Source: an optimization exercise on an open RTL-to-GDS flow (aim: small area and a short achievable clock period). Production flows keep margins and buffers that such runs may drop.

==> violet <==
==> flow/design.v <==
module decode(
	clk,
	rst_n,
	data_in,
	data_out
	);
	input clk;
	input rst_n;
	input [1:0] data_in;	 
	output reg data_out;
	reg [4:0] m;
	reg [6:0] p0, p1, p2, p3;
	reg [15:0] lf;
	reg old;	 
	wire clr = (lf == 16'h1a00);
	wire [15:0] lf_nx = {lf[14:0], lf[15]^lf[13]^lf[12]^lf[10]^clr};
	reg [4:0] mn;
	reg [3:0] dec;
	reg [1:0] sel;
	always @(*) begin
		case ({m, data_in})
			7'b00000_00: begin mn = 5'd1; dec = 4'b1010; sel = 2'd0; end
			7'b00000_01: begin mn = 5'd2; dec = 4'b1000; sel = 2'd1; end
			7'b00000_10: begin mn = 5'd2; dec = 4'b0100; sel = 2'd3; end
			7'b00000_11: begin mn = 5'd1; dec = 4'b1001; sel = 2'd2; end
			7'b00001_00: begin mn = 5'd3; dec = 4'b0010; sel = 2'd0; end
			7'b00001_01: begin mn = 5'd4; dec = 4'b1000; sel = 2'd1; end
			7'b00001_10: begin mn = 5'd5; dec = 4'b0100; sel = 2'd1; end
			7'b00001_11: begin mn = 5'd6; dec = 4'b0001; sel = 2'd0; end
			7'b00010_00: begin mn = 5'd6; dec = 4'b1110; sel = 2'd2; end
			7'b00010_01: begin mn = 5'd5; dec = 4'b1011; sel = 2'd3; end
			7'b00010_10: begin mn = 5'd4; dec = 4'b0111; sel = 2'd3; end
			7'b00010_11: begin mn = 5'd3; dec = 4'b1101; sel = 2'd2; end
			7'b00011_00: begin mn = 5'd7; dec = 4'b1010; sel = 2'd0; end
			7'b00011_01: begin mn = 5'd0; dec = 4'b1000; sel = 2'd0; end
			7'b00011_10: begin mn = 5'd0; dec = 4'b0100; sel = 2'd0; end
			7'b00011_11: begin mn = 5'd8; dec = 4'b1001; sel = 2'd0; end
			7'b00100_00: begin mn = 5'd8; dec = 4'b1010; sel = 2'd2; end
			7'b00100_01: begin mn = 5'd0; dec = 4'b1011; sel = 2'd2; end
			7'b00100_10: begin mn = 5'd0; dec = 4'b0111; sel = 2'd2; end
			7'b00100_11: begin mn = 5'd7; dec = 4'b1001; sel = 2'd2; end
			7'b00101_00: begin mn = 5'd0; dec = 4'b1110; sel = 2'd0; end
			7'b00101_01: begin mn = 5'd9; dec = 4'b1000; sel = 2'd3; end
			7'b00101_10: begin mn = 5'd10; dec = 4'b0100; sel = 2'd3; end
			7'b00101_11: begin mn = 5'd0; dec = 4'b1101; sel = 2'd2; end
			7'b00110_00: begin mn = 5'd0; dec = 4'b0010; sel = 2'd0; end
			7'b00110_01: begin mn = 5'd10; dec = 4'b1000; sel = 2'd1; end
			7'b00110_10: begin mn = 5'd9; dec = 4'b0100; sel = 2'd1; end
			7'b00110_11: begin mn = 5'd0; dec = 4'b0001; sel = 2'd2; end
			7'b00111_00: begin mn = 5'd11; dec = 4'b0000; sel = 2'd0; end
			7'b00111_01: begin mn = 5'd12; dec = 4'b1000; sel = 2'd0; end
			7'b00111_10: begin mn = 5'd13; dec = 4'b0100; sel = 2'd0; end
			7'b00111_11: begin mn = 5'd14; dec = 4'b0000; sel = 2'd0; end
			7'b01000_00: begin mn = 5'd15; dec = 4'b0010; sel = 2'd0; end
			7'b01000_01: begin mn = 5'd16; dec = 4'b1000; sel = 2'd1; end
			7'b01000_10: begin mn = 5'd17; dec = 4'b0000; sel = 2'd1; end
			7'b01000_11: begin mn = 5'd18; dec = 4'b0001; sel = 2'd0; end
			7'b01001_00: begin mn = 5'd18; dec = 4'b1110; sel = 2'd2; end
			7'b01001_01: begin mn = 5'd17; dec = 4'b1011; sel = 2'd3; end
			7'b01001_10: begin mn = 5'd16; dec = 4'b1111; sel = 2'd3; end
			7'b01001_11: begin mn = 5'd15; dec = 4'b1101; sel = 2'd2; end
			7'b01010_00: begin mn = 5'd14; dec = 4'b1110; sel = 2'd2; end
			7'b01010_01: begin mn = 5'd13; dec = 4'b1011; sel = 2'd2; end
			7'b01010_10: begin mn = 5'd12; dec = 4'b0111; sel = 2'd2; end
			7'b01010_11: begin mn = 5'd11; dec = 4'b1101; sel = 2'd2; end
			7'b01011_00: begin mn = 5'd19; dec = 4'b1000; sel = 2'd0; end
			7'b01011_01: begin mn = 5'd1; dec = 4'b1000; sel = 2'd0; end
			7'b01011_10: begin mn = 5'd1; dec = 4'b0100; sel = 2'd0; end
			7'b01011_11: begin mn = 5'd20; dec = 4'b1000; sel = 2'd0; end
			7'b01100_00: begin mn = 5'd1; dec = 4'b0010; sel = 2'd0; end
			7'b01100_01: begin mn = 5'd4; dec = 4'b1000; sel = 2'd1; end
			7'b01100_10: begin mn = 5'd5; dec = 4'b0100; sel = 2'd1; end
			7'b01100_11: begin mn = 5'd1; dec = 4'b0001; sel = 2'd2; end
			7'b01101_00: begin mn = 5'd3; dec = 4'b1010; sel = 2'd0; end
			7'b01101_01: begin mn = 5'd2; dec = 4'b1000; sel = 2'd1; end
			7'b01101_10: begin mn = 5'd2; dec = 4'b0100; sel = 2'd3; end
			7'b01101_11: begin mn = 5'd6; dec = 4'b1001; sel = 2'd0; end
			7'b01110_00: begin mn = 5'd2; dec = 4'b0010; sel = 2'd1; end
			7'b01110_01: begin mn = 5'd21; dec = 4'b1000; sel = 2'd1; end
			7'b01110_10: begin mn = 5'd22; dec = 4'b0000; sel = 2'd1; end
			7'b01110_11: begin mn = 5'd2; dec = 4'b0001; sel = 2'd1; end
			7'b01111_00: begin mn = 5'd1; dec = 4'b1110; sel = 2'd0; end
			7'b01111_01: begin mn = 5'd5; dec = 4'b1000; sel = 2'd3; end
			7'b01111_10: begin mn = 5'd4; dec = 4'b0100; sel = 2'd3; end
			7'b01111_11: begin mn = 5'd1; dec = 4'b1101; sel = 2'd2; end
			7'b10000_00: begin mn = 5'd20; dec = 4'b1010; sel = 2'd2; end
			7'b10000_01: begin mn = 5'd1; dec = 4'b1011; sel = 2'd2; end
			7'b10000_10: begin mn = 5'd1; dec = 4'b0111; sel = 2'd2; end
			7'b10000_11: begin mn = 5'd19; dec = 4'b1001; sel = 2'd2; end
			7'b10001_00: begin mn = 5'd2; dec = 4'b1110; sel = 2'd3; end
			7'b10001_01: begin mn = 5'd22; dec = 4'b1000; sel = 2'd3; end
			7'b10001_10: begin mn = 5'd21; dec = 4'b1100; sel = 2'd3; end
			7'b10001_11: begin mn = 5'd2; dec = 4'b1101; sel = 2'd3; end
			7'b10010_00: begin mn = 5'd6; dec = 4'b1010; sel = 2'd2; end
			7'b10010_01: begin mn = 5'd2; dec = 4'b1011; sel = 2'd1; end
			7'b10010_10: begin mn = 5'd2; dec = 4'b0111; sel = 2'd3; end
			7'b10010_11: begin mn = 5'd3; dec = 4'b1001; sel = 2'd2; end
			7'b10011_00: begin mn = 5'd19; dec = 4'b0000; sel = 2'd0; end
			7'b10011_01: begin mn = 5'd23; dec = 4'b1000; sel = 2'd0; end
			7'b10011_10: begin mn = 5'd24; dec = 4'b0100; sel = 2'd0; end
			7'b10011_11: begin mn = 5'd20; dec = 4'b0000; sel = 2'd0; end
			7'b10100_00: begin mn = 5'd25; dec = 4'b0010; sel = 2'd1; end
			7'b10100_01: begin mn = 5'd21; dec = 4'b0000; sel = 2'd1; end
			7'b10100_10: begin mn = 5'd22; dec = 4'b0000; sel = 2'd1; end
			7'b10100_11: begin mn = 5'd26; dec = 4'b0001; sel = 2'd1; end
			7'b10101_00: begin mn = 5'd20; dec = 4'b1111; sel = 2'd2; end
			7'b10101_01: begin mn = 5'd24; dec = 4'b1011; sel = 2'd2; end
			7'b10101_10: begin mn = 5'd23; dec = 4'b0111; sel = 2'd2; end
			7'b10101_11: begin mn = 5'd19; dec = 4'b1111; sel = 2'd2; end
			7'b10110_00: begin mn = 5'd26; dec = 4'b1110; sel = 2'd3; end
			7'b10110_01: begin mn = 5'd22; dec = 4'b1111; sel = 2'd3; end
			7'b10110_10: begin mn = 5'd21; dec = 4'b1111; sel = 2'd3; end
			7'b10110_11: begin mn = 5'd25; dec = 4'b1101; sel = 2'd3; end
			7'b10111_00: begin mn = 5'd3; dec = 4'b0010; sel = 2'd0; end
			7'b10111_01: begin mn = 5'd27; dec = 4'b1000; sel = 2'd1; end
			7'b10111_10: begin mn = 5'd28; dec = 4'b0000; sel = 2'd1; end
			7'b10111_11: begin mn = 5'd6; dec = 4'b0001; sel = 2'd0; end
			7'b11000_00: begin mn = 5'd29; dec = 4'b0000; sel = 2'd0; end
			7'b11000_01: begin mn = 5'd4; dec = 4'b1000; sel = 2'd1; end
			7'b11000_10: begin mn = 5'd5; dec = 4'b0100; sel = 2'd1; end
			7'b11000_11: begin mn = 5'd30; dec = 4'b0000; sel = 2'd0; end
			7'b11001_00: begin mn = 5'd6; dec = 4'b1110; sel = 2'd2; end
			7'b11001_01: begin mn = 5'd28; dec = 4'b1011; sel = 2'd3; end
			7'b11001_10: begin mn = 5'd27; dec = 4'b1111; sel = 2'd3; end
			7'b11001_11: begin mn = 5'd3; dec = 4'b1101; sel = 2'd2; end
			7'b11010_00: begin mn = 5'd30; dec = 4'b1110; sel = 2'd2; end
			7'b11010_01: begin mn = 5'd5; dec = 4'b1011; sel = 2'd3; end
			7'b11010_10: begin mn = 5'd4; dec = 4'b0111; sel = 2'd3; end
			7'b11010_11: begin mn = 5'd29; dec = 4'b1101; sel = 2'd2; end
			7'b11011_00: begin mn = 5'd8; dec = 4'b0010; sel = 2'd2; end
			7'b11011_01: begin mn = 5'd12; dec = 4'b1011; sel = 2'd2; end
			7'b11011_10: begin mn = 5'd13; dec = 4'b0111; sel = 2'd2; end
			7'b11011_11: begin mn = 5'd7; dec = 4'b0001; sel = 2'd2; end
			7'b11100_00: begin mn = 5'd15; dec = 4'b1110; sel = 2'd0; end
			7'b11100_01: begin mn = 5'd9; dec = 4'b1000; sel = 2'd3; end
			7'b11100_10: begin mn = 5'd10; dec = 4'b0100; sel = 2'd3; end
			7'b11100_11: begin mn = 5'd18; dec = 4'b1101; sel = 2'd0; end
			7'b11101_00: begin mn = 5'd7; dec = 4'b1110; sel = 2'd0; end
			7'b11101_01: begin mn = 5'd13; dec = 4'b1000; sel = 2'd0; end
			7'b11101_10: begin mn = 5'd12; dec = 4'b0100; sel = 2'd0; end
			7'b11101_11: begin mn = 5'd8; dec = 4'b1101; sel = 2'd0; end
			7'b11110_00: begin mn = 5'd18; dec = 4'b0010; sel = 2'd2; end
			7'b11110_01: begin mn = 5'd10; dec = 4'b1011; sel = 2'd1; end
			7'b11110_10: begin mn = 5'd9; dec = 4'b0111; sel = 2'd1; end
			7'b11110_11: begin mn = 5'd15; dec = 4'b0001; sel = 2'd2; end
			default: begin mn = 5'd0; dec = 4'b0000; sel = 2'd0; end
		endcase
	end
	reg pick;
	always @(*)
		case (sel)
			2'd0: pick = p0[6];
			2'd1: pick = p1[6];
			2'd2: pick = p2[6];
			default: pick = p3[6];
		endcase
	always @(posedge clk or negedge rst_n)
		if (!rst_n) begin
			lf <= 16'h3400;
			old <= 1'b0;
			m <= 5'd0;
			data_out <= 1'b0;
		end else begin
			lf <= lf_nx;
			old <= ~clr & (old | lf[7]);
			m <= clr ? 5'd0 : mn;
			data_out <= ~clr & old & pick;
		end
	always @(posedge clk) begin
		p0 <= {dec[0] ? p2[5:0] : p0[5:0], dec[0]};
		p1 <= {dec[1] ? p2[5:0] : p0[5:0], dec[1]};
		p2 <= {dec[2] ? p3[5:0] : p1[5:0], dec[2]};
		p3 <= {dec[3] ? p3[5:0] : p1[5:0], dec[3]};
	end
endmodule
==> flow/run.sh <==
#!/bin/bash
# synth_recipe.tcl (not shown) runs the flow's synth.tcl, then flattens the netlist and writes it again
# the make line also repeats each setting of config.mk as NAME=value (left out here)
make -C /OpenROAD-flow-scripts/flow DESIGN_CONFIG=/design/flow/config.mk WORK_HOME=/design/flow/orfs CLKGATE_MAP_FILE= SYNTH_SCRIPT=/design/flow/synth_recipe.tcl finish
==> flow/config.mk <==
export PLATFORM = sky130hd
export DESIGN_NAME = decode
export DESIGN_NICKNAME = decode
export VERILOG_FILES = /design/flow/design.v
export SDC_FILE = /design/flow/constraint.sdc
export NUM_CORES = 4
export LEC_CHECK = 0
export ABC_CLOCK_PERIOD_IN_PS = 2000
export CAP_MARGIN = 20
export CORE_MARGIN = 2
export CORE_UTILIZATION = 40
export PLACE_DENSITY = 0.6
export SETUP_SLACK_MARGIN = 3.5
export SLEW_MARGIN = 20
==> flow/constraint.sdc <==
create_clock -name core_clock -period 6.0 [get_ports {clk}]
set_input_delay 1.2000 -clock core_clock [delete_from_list [all_inputs] [get_ports {clk}]]
set_output_delay 1.2000 -clock core_clock [all_outputs]
set_load 0.01 [all_outputs]
==> juniper: changes against violet <==
ABC_CLOCK_PERIOD_IN_PS = not set   (was 2000)
SETUP_SLACK_MARGIN = not set   (was 3.5)
==> xenon: changes against violet <==
SETUP_SLACK_MARGIN = 4.0   (was 3.5)
==> summary of the runs <==
- Global-route usage, lowest first: juniper, violet, xenon.
- Area after synthesis is the same in violet and xenon.
- Of violet and xenon, violet has the higher maximum frequency (gap 0.20%, measured against xenon).
- Of violet and xenon, violet has the higher setup slack (gap 0.0055 ns).
- Between juniper and violet, the lower count of clock-buffer cells in the layout is in juniper (gap 1).
No run of this note included a check of the RTL's function; only the layout flow was run.

[what the ideal ports hide]
How much do the figures lean on ideal ports? The routed layouts below were timed once more, with nothing changed but the port constraints.
Step 1 (the two cells are an assumption about what drives the block):
set clk [get_ports {clk}]
set_driving_cell -lib_cell sky130_fd_sc_hd__clkbuf_16 $clk
set_driving_cell -lib_cell sky130_fd_sc_hd__buf_2 [delete_from_list [all_inputs] $clk]
Step 2 adds t to the input delays and takes it off the output delays; t is the mean of the earliest and latest rising clock arrival at the registers after step 1. Input paths then give back, and output paths get back, about the clock's delay inside the block.
Three values: ideal ports, drivers, drivers and shift; two values: the first two.
| run | t, ns | setup WS [ns] | worst hold slack (ns) | worst setup path after step 2 | clock arrival spread, ns |
|---|---|---|---|---|---|
| violet | 0.322 | 3.321 / 3.262 / 2.940 | 0.375 / 0.375 / 0.375 | input to register | 0.008 / 0.008 |
| juniper | 0.315 | 2.009 / 2.010 / 1.695 | 0.376 / 0.376 / 0.376 | input to register | 0.003 / 0.003 |
| xenon | 0.328 | 3.316 / 3.251 / 2.924 | 0.378 / 0.378 / 0.378 | input to register | 0.012 / 0.011 |
After both steps every run listed still meets setup and hold. For xenon, which loses most, drivers alone change the setup slack by -0.065 ns; drivers and shift together by -0.392 ns.
